From an optimization exercise on the open Yosys and OpenROAD flow, aimed at small area; shortcuts taken in it are not production practice.
At most, simulation tests tie the RTL to the original design; equivalence was not proved.
Power is estimated from default activity; no workload was simulated.

Design L2RnR2L, start of the top module:
module L2RnR2L(clk8,reset8,frame_busy,cmd_inst,cmd_data,neo_size,sizeplus1,
   l2r_data,l2r_done,l2r_go);
clock: 10.0 ns
lec_check: 0
cap_margin: 20
core_margin: 2
core_utilization: 70
cts_cluster_diameter: 200
cts_cluster_size: 50
place_density: 0.85
slew_margin: 20
run.sh (not shown) runs the stock make flow with config.mk's settings and CLKGATE_MAP_FILE= SYNTH_SCRIPT=/design/flow/synth_recipe.tcl, a recipe that flattens the netlist after the stock synthesis.
==> next run, changes <==
--- a/flow/config.mk
+++ b/flow/config.mk
@@ -10,4 +10 @@
-export CORE_UTILIZATION = 70
-export CTS_CLUSTER_DIAMETER = 200
-export CTS_CLUSTER_SIZE = 50
-export PLACE_DENSITY = 0.85
+export CORE_UTILIZATION = 40
=> The changed run went through all stages and came out clean; fmax went up by 0.47%; worst setup slack gets better by 0.023 ns; non-clock buffer count climbs by 2; synthesized cell count stays the same.
==> next run, changes <==
--- a/flow/config.mk
+++ b/flow/config.mk
@@ -10 +10,5 @@
-export CORE_UTILIZATION = 40
+export CORE_UTILIZATION = 70
+export CTS_BUF_LIST = sky130_fd_sc_hd__clkbuf_4 sky130_fd_sc_hd__clkbuf_8
+export CTS_CLUSTER_DIAMETER = 100
+export CTS_CLUSTER_SIZE = 30
+export PLACE_DENSITY = 0.85
What happened: The changed run passed the timing, DRC and antenna checks; flip-flop and latch count stays the same; clock skew shrinks by 0.0035 ns; fmax shrinks by 0.51%; via count grows by 3.7%; sequential power grows by about 1%; cell count shrinks by 11%; synthesized area does not change; global-route usage grows by 13 points; wire length grows by 7.4%; total power shrinks by 0.68%; non-clock buffer count shrinks by 2.
==> next run, changes <==
==> flow/flow/run.sh (new file) <==
#!/bin/bash
# Standard layout, with the smallest buffer as the port buffer.
set -euo pipefail
export BUFFER_PORTS_ARGS="-buffer_cell sky130_fd_sc_hd__buf_1"
bash standard.sh > standard.log 2>&1
==> flow/standard.sh (new file) <==
#!/bin/bash
# synth_recipe.tcl (not shown) runs the flow's synth.tcl, then flattens the netlist and writes it again
# the make line also repeats each setting of config.mk as NAME=value (left out here)
make -C /OpenROAD-flow-scripts/flow DESIGN_CONFIG=/design/flow/config.mk WORK_HOME=/design/flow/orfs CLKGATE_MAP_FILE= SYNTH_SCRIPT=/design/flow/synth_recipe.tcl "${@:-finish}"
--- a/flow/config.mk
+++ b/flow/config.mk
@@ -11,3 +10,0 @@
-export CTS_BUF_LIST = sky130_fd_sc_hd__clkbuf_4 sky130_fd_sc_hd__clkbuf_8
-export CTS_CLUSTER_DIAMETER = 100
-export CTS_CLUSTER_SIZE = 30
removed: flow/run.sh
Effect: The changed run finished with timing, DRC and antenna clean; wire length is lower by 7.7%; total power is lower by 6.1%; clock power is lower by about 4%; clock-buffer cell count is higher by 1; worst setup slack gets better by 0.29 ns; cell area is lower by 6.6%; critical path depth does not change.
==> next run, changes <==
==> flow/run.sh (new file) <==
#!/bin/bash
# synth_recipe.tcl (not shown) runs the flow's synth.tcl, then flattens the netlist and writes it again
# the make line also repeats each setting of config.mk as NAME=value (left out here)
make -C /OpenROAD-flow-scripts/flow DESIGN_CONFIG=/design/flow/config.mk WORK_HOME=/design/flow/orfs CLKGATE_MAP_FILE= SYNTH_SCRIPT=/design/flow/synth_recipe.tcl finish
removed: flow/flow/run.sh
removed: flow/standard.sh
Utilization grows by 5.4 points.
Hold slack barely changes.
Clock-buffer cell count is unchanged.
Flip-flop and latch count does not change.
Cell area increases by 7.0%.
Sequential power goes up by about 1%.
Critical path depth stays the same.
Function was not checked in any run of this note: the RTL went through the layout flow alone.

Another version of the RTL of L2RnR2L (not shown whole).
For scale: ~420 cells after synthesis, about 79 I/O pins, roughly 0.0043 mm^2 of cells after synthesis.
Settings: LEC_CHECK=0, CAP_MARGIN=20, CORE_MARGIN=2, CORE_UTILIZATION=70, PLACE_DENSITY=0.85, SLEW_MARGIN=20; clock period 10.0 ns.
standard.sh (not shown) runs the stock make flow with config.mk's settings and CLKGATE_MAP_FILE= SYNTH_SCRIPT=/design/flow/synth_recipe.tcl, a recipe that flattens the netlist after the stock synthesis.
==> flow/flow/run.sh <==
#!/bin/bash
set -euo pipefail
export BUFFER_PORTS_ARGS="-buffer_cell sky130_fd_sc_hd__buf_1"
export CTS_ARGS="-sink_clustering_enable -repair_clock_nets -dont_use_dummy_load"
bash standard.sh > standard.log 2>&1
The baseline ran to the end with no violations.
Edit:
==> flow/flow/run.sh (replaced) <==
#!/bin/bash
set -euo pipefail
export BUFFER_PORTS_ARGS="-buffer_cell sky130_fd_sc_hd__buf_1"
export CTS_ARGS="-sink_clustering_enable -repair_clock_nets -dont_use_dummy_load -sink_clustering_size 40 -sink_clustering_max_diameter 150 -buf_list sky130_fd_sc_hd__clkbuf_16"
bash standard.sh > standard.log 2>&1
Synthesized cell count is unchanged; wire length rises by 6.0%; worst hold slack degrades by 0.0041 ns; worst setup slack loses 0.031 ns.
No run of this note included a check of the RTL's function; only the layout flow was run.

== try-garnet ==
L2RnR2L, a different RTL version from the one above (not shown whole).
Size: ~360 cells after synthesis, roughly 69 flip-flops, roughly 79 I/O pins, roughly 3900 um^2 of cells after synthesis.
==> flow/design.v (excerpt) <==
module L2RnR2L(clk8,reset8,frame_busy,cmd_inst,cmd_data,neo_size,sizeplus1,
   l2r_data,l2r_done,l2r_go);
   input clk8;
   input reset8;
   input frame_busy;
   input [3:0] cmd_inst;
   input [27:0] cmd_data;
   input [7:0] neo_size;
   input [7:0] sizeplus1;
   output l2r_done;
   output [25:0] l2r_data;
   output l2r_go;
   localparam s_cmd   = 4'b0000;  
   localparam s_start = 4'b0001;
   localparam s_addr  = 4'b0011;
   localparam s_lim   = 4'b0010;
   localparam s_cmp   = 4'b0110;
   localparam s_color = 4'b0111;
   localparam s_go1   = 4'b0101;  
   localparam s_go    = 4'b1110;
   localparam s_busy1 = 4'b1100;
   localparam s_busy  = 4'b1101;
   localparam s_done  = 4'b1001;
   localparam s_cmd1  = 4'b1000;  
   localparam i_init  = 3'b000;
   localparam i_start = 3'b001;
   localparam i_addr  = 3'b011;
   localparam i_loop  = 3'b010;
   localparam i_iter  = 3'b110;
   localparam i_nexte = 3'b111;  
   localparam i_next  = 3'b101;
   localparam i_pause = 3'b100;  
   reg [3:0] mainsm;
  ...
clock: 10.0 ns
lec_check: 0
cap_margin: 20
core_margin: 2
core_utilization: 70
place_density: 0.85
slew_margin: 20
==> flow/flow/run.sh <==
#!/bin/bash
set -euo pipefail
export BUFFER_PORTS_ARGS="-buffer_cell sky130_fd_sc_hd__buf_1"
export CTS_ARGS="-sink_clustering_enable -repair_clock_nets -dont_use_dummy_load -root_buf sky130_fd_sc_hd__clkbuf_8 -buf_list sky130_fd_sc_hd__clkbuf_4"
bash standard.sh > standard.log 2>&1
try-garnet completed; timing, DRC and antenna clean
Inputs modified between try-garnet and try-xenon:
==> flow/flow/run.sh <==
#!/bin/bash
set -euo pipefail
export BUFFER_PORTS_ARGS="-buffer_cell sky130_fd_sc_hd__buf_1"
export CTS_ARGS="-sink_clustering_enable -repair_clock_nets -dont_use_dummy_load -buf_list sky130_fd_sc_hd__clkbuf_4"
bash standard.sh > standard.log 2>&1
==> run notes <==
- The run showing the smaller number of search-and-repair iterations in the first detailed-routing pass is try-xenon.
- try-xenon against try-garnet: worst clock skew on the final layout up 18 ps, routed length per instance decreased 0.24 um, number of cells on the critical path went down, maximum frequency shows an increase of 3.0%.
- On wire length: between try-garnet and try-xenon, it ends up lower for try-xenon.
#### Input delta (try-maple over try-xenon)
==> flow/flow/run.sh <==
#!/bin/bash
set -euo pipefail
export BUFFER_PORTS_ARGS="-buffer_cell sky130_fd_sc_hd__buf_1"
export CTS_ARGS="-sink_clustering_enable -repair_clock_nets -dont_use_dummy_load"
bash standard.sh > standard.log 2>&1
Number of iterations in the first detailed-routing pass, try-maple and try-xenon, lower one = try-xenon. [try-maple vs try-xenon] slack of the critical path: lower in try-maple. Going from try-xenon to try-maple, the static leakage was found to have gone up by 1.3%. try-maple against try-xenon: final core utilization went up 1.0 points, worst supply voltage drop on vdd went up 0.000019 V, overall fraction of global-route tracks in use held, maximum frequency went down about 3%, clock power went up 37%. try-maple ended with less sequential share of layout area than try-xenon. Measured against each other, try-maple and try-xenon differ in wire length of the first global-routing pass, the higher figure coming from try-maple. Higher total internal power goes to try-maple over try-xenon.
Inputs modified between try-maple and try-sierra:
==> flow/flow/run.sh <==
#!/bin/bash
set -euo pipefail
export BUFFER_PORTS_ARGS="-buffer_cell sky130_fd_sc_hd__buf_1"
export CTS_ARGS="-sink_clustering_enable -repair_clock_nets -dont_use_dummy_load -buf_list sky130_fd_sc_hd__clkbuf_4 -sink_clustering_size 8 -sink_clustering_max_diameter 40"
bash standard.sh > standard.log 2>&1
Results
Status | try-sierra and try-maple | clean
Relative to try-maple, combinational fraction of design power has increased by 1.9 points in try-sierra.
Measured against each other, try-sierra and try-maple differ in total detailed-routing wirelength, the lower figure coming from try-sierra.
On via count: try-sierra sits below try-maple.

Starting RTL as in the previous note.
==> flow/design.v (excerpt) <==
module L2RnR2L(clk8,reset8,frame_busy,cmd_inst,cmd_data,neo_size,sizeplus1,
   l2r_data,l2r_done,l2r_go);
Settings: LEC_CHECK=0, CAP_MARGIN=20, CORE_MARGIN=2, CORE_UTILIZATION=70, PLACE_DENSITY=0.85, SLEW_MARGIN=20; clock period 10.0 ns.
==> flow/flow/run.sh <==
#!/bin/bash
# Layout flow: the standard flow, with three changes in how the layout
# is made:
#  1. after the standard synthesis, the combinational logic is mapped again
#     with a stronger ABC script (flow/reopt.tcl, flow/deepsyn.abc); every
#     register, and the adder and tie cells, stay the standard synthesis's
#     instances with their names and cell types;
#  2. the port buffers are the smallest buffer, sky130_fd_sc_hd__buf_1;
#  3. the clock tree uses sky130_fd_sc_hd__clkbuf_4 and no dummy loads.
set -euo pipefail
export BUFFER_PORTS_ARGS="-buffer_cell sky130_fd_sc_hd__buf_1"
export CTS_ARGS="-sink_clustering_enable -repair_clock_nets -dont_use_dummy_load -buf_list sky130_fd_sc_hd__clkbuf_4"

bash standard.sh synth > standard_synth.log 2>&1

R=orfs/results/$FLOW_PLATFORM/L2RnR2L/base
YOSYS=yosys
if [[ -x $FLOW_HOME/../tools/install/yosys/bin/yosys ]]; then
  YOSYS=$FLOW_HOME/../tools/install/yosys/bin/yosys
fi
cp $R/1_2_yosys.v std_1_2_yosys.v
export REOPT_LIB=$FLOW_HOME/platforms/$FLOW_PLATFORM/lib/sky130_fd_sc_hd__tt_025C_1v80.lib
export REOPT_IN=$PWD/std_1_2_yosys.v
export REOPT_OUT=$PWD/reopt_1_2_yosys.v
export REOPT_SCRIPT=$PWD/flow/deepsyn.abc
export DONT_USE_LIST="$(sed -n '/DONT_USE_CELLS/,/^$/p' $FLOW_HOME/platforms/$FLOW_PLATFORM/config.mk | grep -o 'sky130_fd_sc_hd__[a-z0-9_]*' | tr '\n' ' ')"
if $YOSYS -c flow/reopt.tcl > reopt.log 2>&1 && [[ -s $REOPT_OUT ]]; then
  cp $REOPT_OUT $R/1_2_yosys.v
else
  echo "re-mapping failed; keeping the standard synthesis netlist" >> reopt.log
fi

bash standard.sh > standard.log 2>&1
Other scripts of this flow, unchanged in this note and not shown: flow/flow/deepsyn.abc, flow/flow/reopt.tcl
Rerun with:
- CAP_MARGIN: 20 -> 0
- SLEW_MARGIN: 20 -> 0
Effect: Wire length rises slightly. Synthesized area does not change. Critical path depth does not change. Combinational power hardly moves. Die area does not change. First-iteration DRC count came out higher by a little under a tenth. Setup slack gets better by 0.0050 ns. Total power barely changes. Non-clock buffer count is unchanged. Final area hardly moves. Worst hold slack stays flat.

-- afterwards: timing with drivers on the ports --
In the flow no input, the clock included, has a driving cell. The finished layouts below were timed again as built, in two steps. Step 1: set_driving_cell puts a clkbuf_16 on clk8 and a buf_2 on each other input, an assumption about the parent block. Step 2 adds t to the input delays and takes it off the output delays; t is the mean of the earliest and latest rising clock arrival at the registers after step 1. Input paths then give back, and output paths get back, about the clock's delay inside the block. a / b / c = ideal ports / drivers / drivers and shift; a / b = the first two.
| run | t (ns) | setup WS [ns] | hold slack, ns | worst setup path after step 2 | pins driven straight from the clock port |
|---|---|---|---|---|---|
| the first run of note 1 | 0.379 | 5.131 / 5.134 / 4.755 | 0.464 / 0.464 / 0.464 | input to register | 1 |
| the second run of note 1 | 0.371 | 5.154 / 5.162 / 4.790 | 0.477 / 0.477 / 0.477 | input to register | 1 |
| the third run of note 1 | 0.382 | 5.129 / 5.132 / 4.750 | 0.465 / 0.465 / 0.465 | input to register | 1 |
| the fourth run of note 1 | 0.373 | 5.418 / 5.417 / 5.044 | 0.466 / 0.466 / 0.466 | input to register | 1 |
| the fifth run of note 1 | 0.379 | 5.131 / 5.134 / 4.755 | 0.464 / 0.464 / 0.464 | input to register | 1 |
| the first run of note 2 | 0.366 | 5.763 / 5.767 / 5.400 | 0.474 / 0.474 / 0.474 | input to register | 1 |
| the second run of note 2 | 0.359 | 5.733 / 5.739 / 5.380 | 0.470 / 0.470 / 0.470 | input to register | 1 |
| try-garnet | 0.363 | 5.838 / 5.841 / 5.478 | 0.483 / 0.483 / 0.483 | input to register | 1 |
| try-xenon | 0.418 | 5.961 / 5.961 / 5.542 | 0.492 / 0.492 / 0.492 | input to register | 1 |
| try-maple | 0.363 | 5.838 / 5.841 / 5.478 | 0.483 / 0.483 / 0.483 | input to register | 1 |
| try-sierra | 0.418 | 5.961 / 5.961 / 5.542 | 0.492 / 0.492 / 0.492 | input to register | 1 |
| the first run of note 4 | 0.424 | 5.997 / 6.000 / 5.575 | 0.491 / 0.491 / 0.491 | input to register | 1 |
| the second run of note 4 | 0.435 | 6.002 / 6.005 / 5.569 | 0.491 / 0.491 / 0.491 | input to register | 1 |
After both steps every run listed still meets setup and hold. The setup slack of the second run of note 4, which loses most, moves by +0.003 ns with the drivers and by -0.433 ns with both steps.
